What follows belongs to an exercise in optimizing a design on an open flow for small area and a short achievable clock period; a production flow would make more cautious choices. At most, simulation tests tie the RTL to the original design; equivalence was not proved. Power and IR drop assume default switching activity.

==> trial 16: inputs <==
## gelu_lut_module
module gelu_lut_module (
    input                       clk,
    input                       rst_n,
    input                       in_valid,
    input      signed [15:0]    in_data,
    output reg                  out_valid,
    output     signed [10:0]    out_data
);
clock: 5.0 ns
lec_check: 0
abc_area: 1
cap_margin: 70
core_margin: 2
core_utilization: 40
place_density: 0.6
setup_slack_margin: 2.65
slew_margin: 70
tns_end_percent: 5
standard.sh (not shown) runs the stock make flow with config.mk's settings and CLKGATE_MAP_FILE= SYNTH_SCRIPT=/design/flow/synth_recipe.tcl, a recipe that flattens the netlist after the stock synthesis.
==> flow/flow/run.sh <==
#!/bin/bash
set -euo pipefail
args=()
while IFS= read -r line || [[ -n "$line" ]]; do
  [[ -z "$line" || "$line" == \#* ]] && continue
  args+=("$line")
done < flow/make_args.txt
bash standard.sh "${args[@]}" finish > run_make.log 2>&1
==> flow/flow/make_args.txt <==
ADDER_MAP_FILE=
BUFFER_PORTS_ARGS=-buffer_cell sky130_fd_sc_hd__buf_1
CTS_ARGS=-sink_clustering_enable -repair_clock_nets -dont_use_dummy_load
==> trial 78 (differences from trial 16) <==
==> flow/flow/run.sh (replaced) <==
#!/bin/bash
set -euo pipefail
bash standard.sh ADDER_MAP_FILE= \
  "BUFFER_PORTS_ARGS=-buffer_cell sky130_fd_sc_hd__buf_1" \
  "CTS_ARGS=-sink_clustering_enable -repair_clock_nets -dont_use_dummy_load" \
  finish > run_make.log 2>&1
- CORE_UTILIZATION: 40 -> 70
- PLACE_DENSITY: 0.6 -> 0.8
- SETUP_SLACK_MARGIN: 2.65 -> unset
- TNS_END_PERCENT: 5 -> unset
removed: flow/flow/make_args.txt
==> notes <==
In trial 78 the combinational power is lower than in trial 16, by 6.7%. Clock skew: trial 16 is lower than trial 78 (0.0046 ns). In trial 16 the setup slack is better than in trial 78, by 0.26 ns. Against trial 16, the power of trial 78 is smaller by 8.2%. Against trial 78, the clock power of trial 16 is larger by 41%.


==> 05-15 <==
gelu_lut_module again, from the RTL that the note above started with.
==> module gelu_lut_module, before the edit <==
module gelu_lut_module (
    input                       clk,
    input                       rst_n,
    input                       in_valid,
    input      signed [15:0]    in_data,
    output reg                  out_valid,
    output     signed [10:0]    out_data
);
    reg         v1, s1;
    reg  [9:0]  m1;
    wire [5:0]  c;
    wire [9:0]  xa = in_data[9:0];
    wire [9:0]  lowor;
    genvar gi;
    generate for (gi = 0; gi < 10; gi = gi + 1) begin : g_or
        assign lowor[gi] = |xa[gi:0];
    end endgenerate
    wire [5:0]  pos_lo = s1 ? 6'd0 : m1[5:0];
    wire [4:0]  hi     = s1 ? 5'd0 : {1'b0, m1[9:6]};
    wire [6:0]  dlo    = {1'b0, pos_lo} - {1'b0, c};
    always @(posedge clk or negedge rst_n)
        if (!rst_n) begin v1 <= 1'b0; out_valid <= 1'b0; end
        else begin v1 <= in_valid; out_valid <= v1; end
    always @(posedge clk) begin
        s1 <= in_data[10];
        m1 <= xa ^ ({10{in_data[10]}} & {lowor[8:0], 1'b0});
    end
    reg  [5:0]  lo2;
    reg         b2;
    reg  [4:0]  hi2, hm2;
    always @(posedge clk) begin
        lo2 <= dlo[5:0];
        b2  <= dlo[6];
        hi2 <= hi;
        hm2 <= hi - 5'd1;
    end
    assign out_data = {b2 ? hm2 : hi2, lo2};
    gelu_c u_c (.a(m1), .y(c));
endmodule
export LEC_CHECK = 0
export ABC_AREA = 1
export CAP_MARGIN = 70
export CORE_MARGIN = 2
export CORE_UTILIZATION = 40
export GPL_TIMING_DRIVEN = 1
export SETUP_SLACK_MARGIN = 2.75
export SLEW_MARGIN = 70
export TNS_END_PERCENT = 5
create_clock -name core_clock -period 5.0 [get_ports {clk}]
==> flow/flow/run.sh <==
#!/bin/bash
set -euo pipefail
bash standard.sh ADDER_MAP_FILE= \
  "BUFFER_PORTS_ARGS=-buffer_cell sky130_fd_sc_hd__buf_1" \
  "CTS_ARGS=-sink_clustering_enable -repair_clock_nets -dont_use_dummy_load" \
  finish > run_make.log 2>&1
==> inputs of 03-01, as changes to 05-15 <==
--- a/flow/design.v
+++ b/flow/design.v
@@ -7,3 +7,3 @@
     output reg                  out_valid,
-    output     signed [10:0]    out_data
+    output reg signed [10:0]    out_data
 );
@@ -13,10 +13,7 @@
     wire [9:0]  xa = in_data[9:0];
-    wire [9:0]  lowor;
-    genvar gi;
-    generate for (gi = 0; gi < 10; gi = gi + 1) begin : g_or
-        assign lowor[gi] = |xa[gi:0];
-    end endgenerate
     wire [5:0]  pos_lo = s1 ? 6'd0 : m1[5:0];
-    wire [4:0]  hi     = s1 ? 5'd0 : {1'b0, m1[9:6]};
-    wire [6:0]  dlo    = {1'b0, pos_lo} - {1'b0, c};
+    wire [4:0]  pos_hi = s1 ? 5'd0 : {1'b0, m1[9:6]};
+    wire [6:0]  dlo = {1'b0, pos_lo} - {1'b0, c};
+    wire [4:0]  hi_m1 = pos_hi - 5'd1;
+    wire [10:0] y = {dlo[6] ? hi_m1 : pos_hi, dlo[5:0]};
     always @(posedge clk or negedge rst_n)
@@ -26,14 +23,5 @@
         s1 <= in_data[10];
-        m1 <= xa ^ ({10{in_data[10]}} & {lowor[8:0], 1'b0});
+        m1 <= in_data[10] ? (~xa + 10'd1) : xa;
+        out_data <= y;
     end
-    reg  [5:0]  lo2;
-    reg         b2;
-    reg  [4:0]  hi2, hm2;
-    always @(posedge clk) begin
-        lo2 <= dlo[5:0];
-        b2  <= dlo[6];
-        hi2 <= hi;
-        hm2 <= hi - 5'd1;
-    end
-    assign out_data = {b2 ? hm2 : hi2, lo2};
     gelu_c u_c (.a(m1), .y(c));
==> flow/flow/run.sh (replaced) <==
#!/bin/bash
set -euo pipefail
bash standard.sh ADDER_MAP_FILE= finish > run_make.log 2>&1
- CAP_MARGIN: 70 -> 20
- GPL_TIMING_DRIVEN: 1 -> not set
- SETUP_SLACK_MARGIN: 2.75 -> not set
- SLEW_MARGIN: 70 -> 20
- TNS_END_PERCENT: 5 -> not set
==> summary of the runs <==
Between 05-15 and 03-01, the lower routed wire length is in 03-01 (gap 3.5%, measured against 03-01).
Against 03-01, the fmax of 05-15 is larger by 23%.
In 05-15 the register-to-register slack is better than in 03-01, by 0.57 ns.
In 05-15 the area after synthesis is higher than in 03-01, by about 1.5%.
Of 03-01 and 05-15, 05-15 has the higher design area (gap 2.9%, measured against 05-15).
Against 03-01, the setup slack of 05-15 is higher by 0.51 ns.
Core utilization: 03-01 is lower than 05-15 (0.87 points).
Of 03-01 and 05-15, 05-15 has the higher non-clock buffer count (gap 6).
Critical path depth: 03-01 is higher than 05-15 (15).


==> inputs of job 9251 <==
Starting RTL as in the previous note.
==> flow/design.v (excerpt) <==
module gelu_lut_module (
    input                       clk,
    input                       rst_n,
    input                       in_valid,
    input      signed [15:0]    in_data,
    output reg                  out_valid,
    output     signed [10:0]    out_data
);
clock: 5.0 ns
lec_check: 0
abc_area: 1
cap_margin: 70
core_margin: 2
core_utilization: 40
place_density: 0.75
setup_slack_margin: 2.65
slew_margin: 70
tns_end_percent: 5
==> flow/flow/run.sh <==
#!/bin/bash
set -euo pipefail
args=()
while IFS= read -r line || [[ -n "$line" ]]; do
  [[ -z "$line" || "$line" == \#* ]] && continue
  args+=("$line")
done < flow/make_args.txt
bash standard.sh "${args[@]}" finish > run_make.log 2>&1
==> flow/flow/make_args.txt <==
ADDER_MAP_FILE=
BUFFER_PORTS_ARGS=-buffer_cell sky130_fd_sc_hd__buf_1
CTS_ARGS=-sink_clustering_enable -repair_clock_nets -dont_use_dummy_load
==> job 449 (differences from job 9251) <==
GPL_ROUTABILITY_DRIVEN = 0   (was unset)
PLACE_DENSITY = unset   (was 0.75)
==> job 6349 (differences from job 9251) <==
--- a/flow/design.v
+++ b/flow/design.v
@@ -5,7 +5,7 @@
     input                       in_valid,
     input      signed [15:0]    in_data,
     output reg                  out_valid,
-    output     signed [10:0]    out_data
+    output reg signed [10:0]    out_data
 );
     reg         v1, s1;
     reg  [9:0]  m1;
@@ -17,25 +17,18 @@
         assign lowor[gi] = |xa[gi:0];
     end endgenerate
     wire [5:0]  pos_lo = s1 ? 6'd0 : m1[5:0];
-    wire [4:0]  hi     = s1 ? 5'd0 : {1'b0, m1[9:6]};
-    wire [6:0]  dlo    = {1'b0, pos_lo} - {1'b0, c};
+    wire [4:0]  pos_hi = s1 ? 5'd0 : {1'b0, m1[9:6]};
+    wire [6:0]  dlo = {1'b0, pos_lo} - {1'b0, c};
+    wire [4:0]  hi_m1 = pos_hi - 5'd1;
+    wire [10:0] y = {dlo[6] ? hi_m1 : pos_hi, dlo[5:0]};
     always @(posedge clk or negedge rst_n)
         if (!rst_n) begin v1 <= 1'b0; out_valid <= 1'b0; end
         else begin v1 <= in_valid; out_valid <= v1; end
     always @(posedge clk) begin
         s1 <= in_data[10];
         m1 <= xa ^ ({10{in_data[10]}} & {lowor[8:0], 1'b0});
+        out_data <= y;
     end
-    reg  [5:0]  lo2;
-    reg         b2;
-    reg  [4:0]  hi2, hm2;
-    always @(posedge clk) begin
-        lo2 <= dlo[5:0];
-        b2  <= dlo[6];
-        hi2 <= hi;
-        hm2 <= hi - 5'd1;
-    end
-    assign out_data = {b2 ? hm2 : hi2, lo2};
     gelu_c u_c (.a(m1), .y(c));
 endmodule
 module gelu_c (input [9:0] a, output [5:0] y);
==> flow/flow/run.sh (replaced) <==
#!/bin/bash
set -euo pipefail
bash standard.sh ADDER_MAP_FILE= \
  "BUFFER_PORTS_ARGS=-buffer_cell sky130_fd_sc_hd__buf_1" \
  "CTS_ARGS=-sink_clustering_enable -repair_clock_nets -dont_use_dummy_load" \
  finish > run_make.log 2>&1
CAP_MARGIN = 20   (was 70)
PLACE_DENSITY = unset   (was 0.75)
SETUP_SLACK_MARGIN = unset   (was 2.65)
SLEW_MARGIN = 20   (was 70)
TNS_END_PERCENT = unset   (was 5)
removed: flow/flow/make_args.txt
==> notes.md <==
Combinational share of power: 0.455
Placed cell area: 0.00247 mm^2
Hold_ws: 0.364 ns
Syn Inst Count: 413
Sw Ratio: 0.429
Status: complete, no violations
Final min period: 2.19 ns
[end of results for job 449]
==> notes.md <==
Syn Inst Count: 413
Hold_ws: 0.359 ns
Sw Ratio: 0.430
Num tapcells: 72
CTS Buf Count: 5
Status: complete, no violations
Placed cell area: 0.00247 mm^2
Combinational share of power: 0.461
Final min period: 2.20 ns
[end of results for job 9251]
==> notes.md <==
Status: complete, no violations
Combinational share of power: 0.526
Syn Inst Count: 417
Global routing usage on met1: 0.284
Sw Ratio: 0.470
Final min period: 2.90 ns
Placed cell area: 0.00256 mm^2
[end of results for job 6349]
The RTL of job 6349 was laid out without a check of its function.


==> run a: inputs <==
Another version of the RTL of gelu_lut_module (not shown whole).
// gelu_lut_module
module gelu_lut_module (
    input                       clk,
    input                       rst_n,
    input                       in_valid,
    input      signed [15:0]    in_data,
    output reg                  out_valid,
    output     signed [10:0]    out_data
);
==> module gelu_lut_module, before the edit <==
module gelu_lut_module (
    input                       clk,
    input                       rst_n,
    input                       in_valid,
    input      signed [15:0]    in_data,
    output reg                  out_valid,
    output     signed [10:0]    out_data
);
    reg         v1, s1;
    reg  [9:0]  m1;
    reg  [9:0]  p2;
    reg  [5:0]  c2;
    wire [5:0]  c;
    wire [9:0]  xa = in_data[9:0];
    always @(posedge clk or negedge rst_n)
        if (!rst_n) begin v1 <= 1'b0; out_valid <= 1'b0; end
        else begin v1 <= in_valid; out_valid <= v1; end
    always @(posedge clk) begin
        s1 <= in_data[10];
        m1 <= in_data[10] ? (~xa + 10'd1) : xa;
        p2 <= s1 ? 10'd0 : m1;
        c2 <= c;
    end
    assign out_data = {1'b0, p2} - {5'd0, c2};
    gelu_c u_c (.a(m1), .y(c));
endmodule
export LEC_CHECK = 0
export ABC_AREA = 1
export CAP_MARGIN = 20
export CORE_MARGIN = 2
export CORE_UTILIZATION = 40
export SETUP_SLACK_MARGIN = 2.8
export SLEW_MARGIN = 20
create_clock -name core_clock -period 5.0 [get_ports {clk}]
==> flow/flow/run.sh <==
#!/bin/bash
set -euo pipefail
bash standard.sh ADDER_MAP_FILE= \
  "BUFFER_PORTS_ARGS=-buffer_cell sky130_fd_sc_hd__buf_1" \
  "CTS_ARGS=-sink_clustering_enable -repair_clock_nets -dont_use_dummy_load" \
  finish > run_make.log 2>&1
==> run b: changes against run a <==
--- a/flow/design.v
+++ b/flow/design.v
@@ -9,20 +9,33 @@
 );
     reg         v1, s1;
     reg  [9:0]  m1;
-    reg  [9:0]  p2;
-    reg  [5:0]  c2;
     wire [5:0]  c;
     wire [9:0]  xa = in_data[9:0];
+    wire [9:0]  lowor;
+    genvar gi;
+    generate for (gi = 0; gi < 10; gi = gi + 1) begin : g_or
+        assign lowor[gi] = |xa[gi:0];
+    end endgenerate
+    wire [5:0]  pos_lo = s1 ? 6'd0 : m1[5:0];
+    wire [4:0]  hi     = s1 ? 5'd0 : {1'b0, m1[9:6]};
+    wire [6:0]  dlo    = {1'b0, pos_lo} - {1'b0, c};
     always @(posedge clk or negedge rst_n)
         if (!rst_n) begin v1 <= 1'b0; out_valid <= 1'b0; end
         else begin v1 <= in_valid; out_valid <= v1; end
     always @(posedge clk) begin
         s1 <= in_data[10];
-        m1 <= in_data[10] ? (~xa + 10'd1) : xa;
-        p2 <= s1 ? 10'd0 : m1;
-        c2 <= c;
+        m1 <= xa ^ ({10{in_data[10]}} & {lowor[8:0], 1'b0});
     end
-    assign out_data = {1'b0, p2} - {5'd0, c2};
+    reg  [5:0]  lo2;
+    reg         b2;
+    reg  [4:0]  hi2, hm2;
+    always @(posedge clk) begin
+        lo2 <= dlo[5:0];
+        b2  <= dlo[6];
+        hi2 <= hi;
+        hm2 <= hi - 5'd1;
+    end
+    assign out_data = {b2 ? hm2 : hi2, lo2};
     gelu_c u_c (.a(m1), .y(c));
 endmodule
 module gelu_c (input [9:0] a, output [5:0] y);
--- a/flow/config.mk
+++ b/flow/config.mk
@@ -6,8 +6,9 @@
 export NUM_CORES = 4
 export LEC_CHECK = 0
 export ABC_AREA = 1
-export CAP_MARGIN = 20
+export CAP_MARGIN = 70
 export CORE_MARGIN = 2
-export CORE_UTILIZATION = 40
-export SETUP_SLACK_MARGIN = 2.8
-export SLEW_MARGIN = 20
+export CORE_UTILIZATION = 50
+export SETUP_SLACK_MARGIN = 2.75
+export SLEW_MARGIN = 70
+export TNS_END_PERCENT = 5
==> run c: changes against run a <==
--- a/flow/design.v
+++ b/flow/design.v
@@ -9,20 +9,33 @@
 );
     reg         v1, s1;
     reg  [9:0]  m1;
-    reg  [9:0]  p2;
-    reg  [5:0]  c2;
     wire [5:0]  c;
     wire [9:0]  xa = in_data[9:0];
+    wire [9:0]  lowor;
+    genvar gi;
+    generate for (gi = 0; gi < 10; gi = gi + 1) begin : g_or
+        assign lowor[gi] = |xa[gi:0];
+    end endgenerate
+    wire [5:0]  pos_lo = s1 ? 6'd0 : m1[5:0];
+    wire [4:0]  hi     = s1 ? 5'd0 : {1'b0, m1[9:6]};
+    wire [6:0]  dlo    = {1'b0, pos_lo} - {1'b0, c};
     always @(posedge clk or negedge rst_n)
         if (!rst_n) begin v1 <= 1'b0; out_valid <= 1'b0; end
         else begin v1 <= in_valid; out_valid <= v1; end
     always @(posedge clk) begin
         s1 <= in_data[10];
-        m1 <= in_data[10] ? (~xa + 10'd1) : xa;
-        p2 <= s1 ? 10'd0 : m1;
-        c2 <= c;
+        m1 <= xa ^ ({10{in_data[10]}} & {lowor[8:0], 1'b0});
     end
-    assign out_data = {1'b0, p2} - {5'd0, c2};
+    reg  [5:0]  lo2;
+    reg         b2;
+    reg  [4:0]  hi2, hm2;
+    always @(posedge clk) begin
+        lo2 <= dlo[5:0];
+        b2  <= dlo[6];
+        hi2 <= hi;
+        hm2 <= hi - 5'd1;
+    end
+    assign out_data = {b2 ? hm2 : hi2, lo2};
     gelu_c u_c (.a(m1), .y(c));
 endmodule
 module gelu_c (input [9:0] a, output [5:0] y);
==> flow/flow/run.sh (replaced) <==
#!/bin/bash
set -euo pipefail
args=()
while IFS= read -r line || [[ -n "$line" ]]; do
  [[ -z "$line" || "$line" == \#* ]] && continue
  args+=("$line")
done < flow/make_args.txt
bash standard.sh "${args[@]}" finish > run_make.log 2>&1
==> flow/flow/make_args.txt (new file) <==
ADDER_MAP_FILE=
BUFFER_PORTS_ARGS=-buffer_cell sky130_fd_sc_hd__buf_1
CTS_ARGS=-sink_clustering_enable -repair_clock_nets -dont_use_dummy_load
SETUP_MOVE_SEQUENCE=unbuffer,sizeup,swap
--- a/flow/config.mk
+++ b/flow/config.mk
@@ -6,8 +6,9 @@
 export NUM_CORES = 4
 export LEC_CHECK = 0
 export ABC_AREA = 1
-export CAP_MARGIN = 20
+export CAP_MARGIN = 70
 export CORE_MARGIN = 2
 export CORE_UTILIZATION = 40
-export SETUP_SLACK_MARGIN = 2.8
-export SLEW_MARGIN = 20
+export SETUP_SLACK_MARGIN = 2.7
+export SLEW_MARGIN = 70
+export TNS_END_PERCENT = 5
==> run d: changes against run a <==
--- a/flow/design.v
+++ b/flow/design.v
@@ -5,24 +5,25 @@
     input                       in_valid,
     input      signed [15:0]    in_data,
     output reg                  out_valid,
-    output     signed [10:0]    out_data
+    output reg signed [10:0]    out_data
 );
     reg         v1, s1;
     reg  [9:0]  m1;
-    reg  [9:0]  p2;
-    reg  [5:0]  c2;
     wire [5:0]  c;
     wire [9:0]  xa = in_data[9:0];
+    wire [5:0]  pos_lo = s1 ? 6'd0 : m1[5:0];
+    wire [4:0]  pos_hi = s1 ? 5'd0 : {1'b0, m1[9:6]};
+    wire [6:0]  dlo = {1'b0, pos_lo} - {1'b0, c};
+    wire [4:0]  hi_m1 = pos_hi - 5'd1;
+    wire [10:0] y = {dlo[6] ? hi_m1 : pos_hi, dlo[5:0]};
     always @(posedge clk or negedge rst_n)
         if (!rst_n) begin v1 <= 1'b0; out_valid <= 1'b0; end
         else begin v1 <= in_valid; out_valid <= v1; end
     always @(posedge clk) begin
         s1 <= in_data[10];
         m1 <= in_data[10] ? (~xa + 10'd1) : xa;
-        p2 <= s1 ? 10'd0 : m1;
-        c2 <= c;
+        out_data <= y;
     end
-    assign out_data = {1'b0, p2} - {5'd0, c2};
     gelu_c u_c (.a(m1), .y(c));
 endmodule
 module gelu_c (input [9:0] a, output [5:0] y);
--- a/flow/config.mk
+++ b/flow/config.mk
@@ -9,5 +9,5 @@
 export CAP_MARGIN = 20
 export CORE_MARGIN = 2
 export CORE_UTILIZATION = 40
-export SETUP_SLACK_MARGIN = 2.8
+export SETUP_SLACK_MARGIN = 0
 export SLEW_MARGIN = 20
==> flow_summary.json <==
{
  "area_growth_pct": 7.389,
  "hpwlAfterDp_um": 4829,
  "clock.fmax_ghz": 0.3697,
  "run_status": "no timing/DRC/antenna violations",
  "final.clkbuf_count": 3,
  "wire_length_of_the_first_global_routing_pass_um": 10580,
  "vias_in_the_first_global_route": 2355,
  "final.setup_skew_ns": 0.01892,
  "worst-r2r-cell-count": 17,
  "buf_share_pct": 4.370,
  "multiInputGateArea_um2": 1585,
  "wirelength_met1_um": 2843
}
the above is filed under run d

==> flow_summary.json <==
{
  "buf_share_pct": 5.244,
  "hpwlAfterDp_um": 4742,
  "worst-r2r-cell-count": 18,
  "vias_in_the_first_global_route": 2369,
  "wirelength_met1_um": 2976,
  "run_status": "no timing/DRC/antenna violations",
  "multiInputGateArea_um2": 1642,
  "final.setup_skew_ns": 0.01619,
  "final.clkbuf_count": 5,
  "wire_length_of_the_first_global_routing_pass_um": 10670,
  "hold_path_startpoint": "v1",
  "clock.fmax_ghz": 0.4541,
  "area_growth_pct": 14.57
}
the above is filed under run b

==> flow_summary.json <==
{
  "run_status": "no timing/DRC/antenna violations",
  "multiInputGateArea_um2": 1624,
  "hpwlAfterDp_um": 4786,
  "inverters": 41,
  "vias_in_the_first_global_route": 2391,
  "compound_gate_fraction_of_synth_area_pct": 11.69,
  "area_growth_pct": 17.94,
  "final.clkbuf_count": 5,
  "wirelength_met1_um": 2700,
  "final.setup_skew_ns": 0.006359,
  "wire_length_of_the_first_global_routing_pass_um": 10830,
  "cts_tree": "yes",
  "worst-r2r-cell-count": 11
}
the above is filed under run a

==> flow_summary.json <==
{
  "final.setup_skew_ns": 0.01688,
  "final.clkbuf_count": 5,
  "wire_length_of_the_first_global_routing_pass_um": 11180,
  "clock.fmax_ghz": 0.4560,
  "run_status": "no timing/DRC/antenna violations",
  "multiInputGateArea_um2": 1660,
  "hpwlAfterDp_um": 4802,
  "area_growth_pct": 14.57,
  "buf_share_pct": 3.480,
  "worst-r2r-cell-count": 18
}
the above is filed under run c

Function not checked in run a: the RTL went through the layout flow alone.

==> what the ideal ports hide <==
The flow's constraints put no driver on any port. The routed layouts listed below were extracted and timed again, unchanged, in two steps.
Step 1: set_driving_cell puts a clkbuf_16 on clk and a buf_2 on each other input, an assumption about the parent block.
Step 2 times the ports against the registers' clock, not the clock port: input delays grow and output delays shrink by t, the midpoint of the rising clock arrivals with the driver on.
Slacks: no drivers / after step 1 / after step 2; pairs: no drivers / after step 1.
run | t (ns) | setup slack, ns | slew at the worst register clock pin (ns)
trial 16 | 0.293 | 2.809 / 2.781 / 2.627 | 0.06 / 0.06
trial 78 | 0.348 | 2.545 / 2.545 / 2.545 | 0.09 / 0.09
05-15 | 0.295 | 2.806 / 2.779 / 2.695 | 0.06 / 0.06
03-01 | 0.303 | 2.292 / 2.292 / 2.119 | 0.09 / 0.09
job 9251 | 0.304 | 2.801 / 2.771 / 2.614 | 0.06 / 0.06
job 449 | 0.293 | 2.809 / 2.781 / 2.627 | 0.06 / 0.06
job 6349 | 0.292 | 2.104 / 2.104 / 2.104 | 0.08 / 0.08
run a | 0.297 | 2.194 / 2.168 / 2.465 | 0.06 / 0.06
run b | 0.302 | 2.798 / 2.769 / 2.700 | 0.07 / 0.07
run c | 0.294 | 2.807 / 2.780 / 2.626 | 0.06 / 0.06
run d | 0.292 | 2.295 / 2.295 / 2.295 | 0.09 / 0.09
After both steps every run listed still meets setup and hold. For job 9251, which loses most, drivers alone change the setup slack by -0.030 ns; drivers and shift together by -0.187 ns.
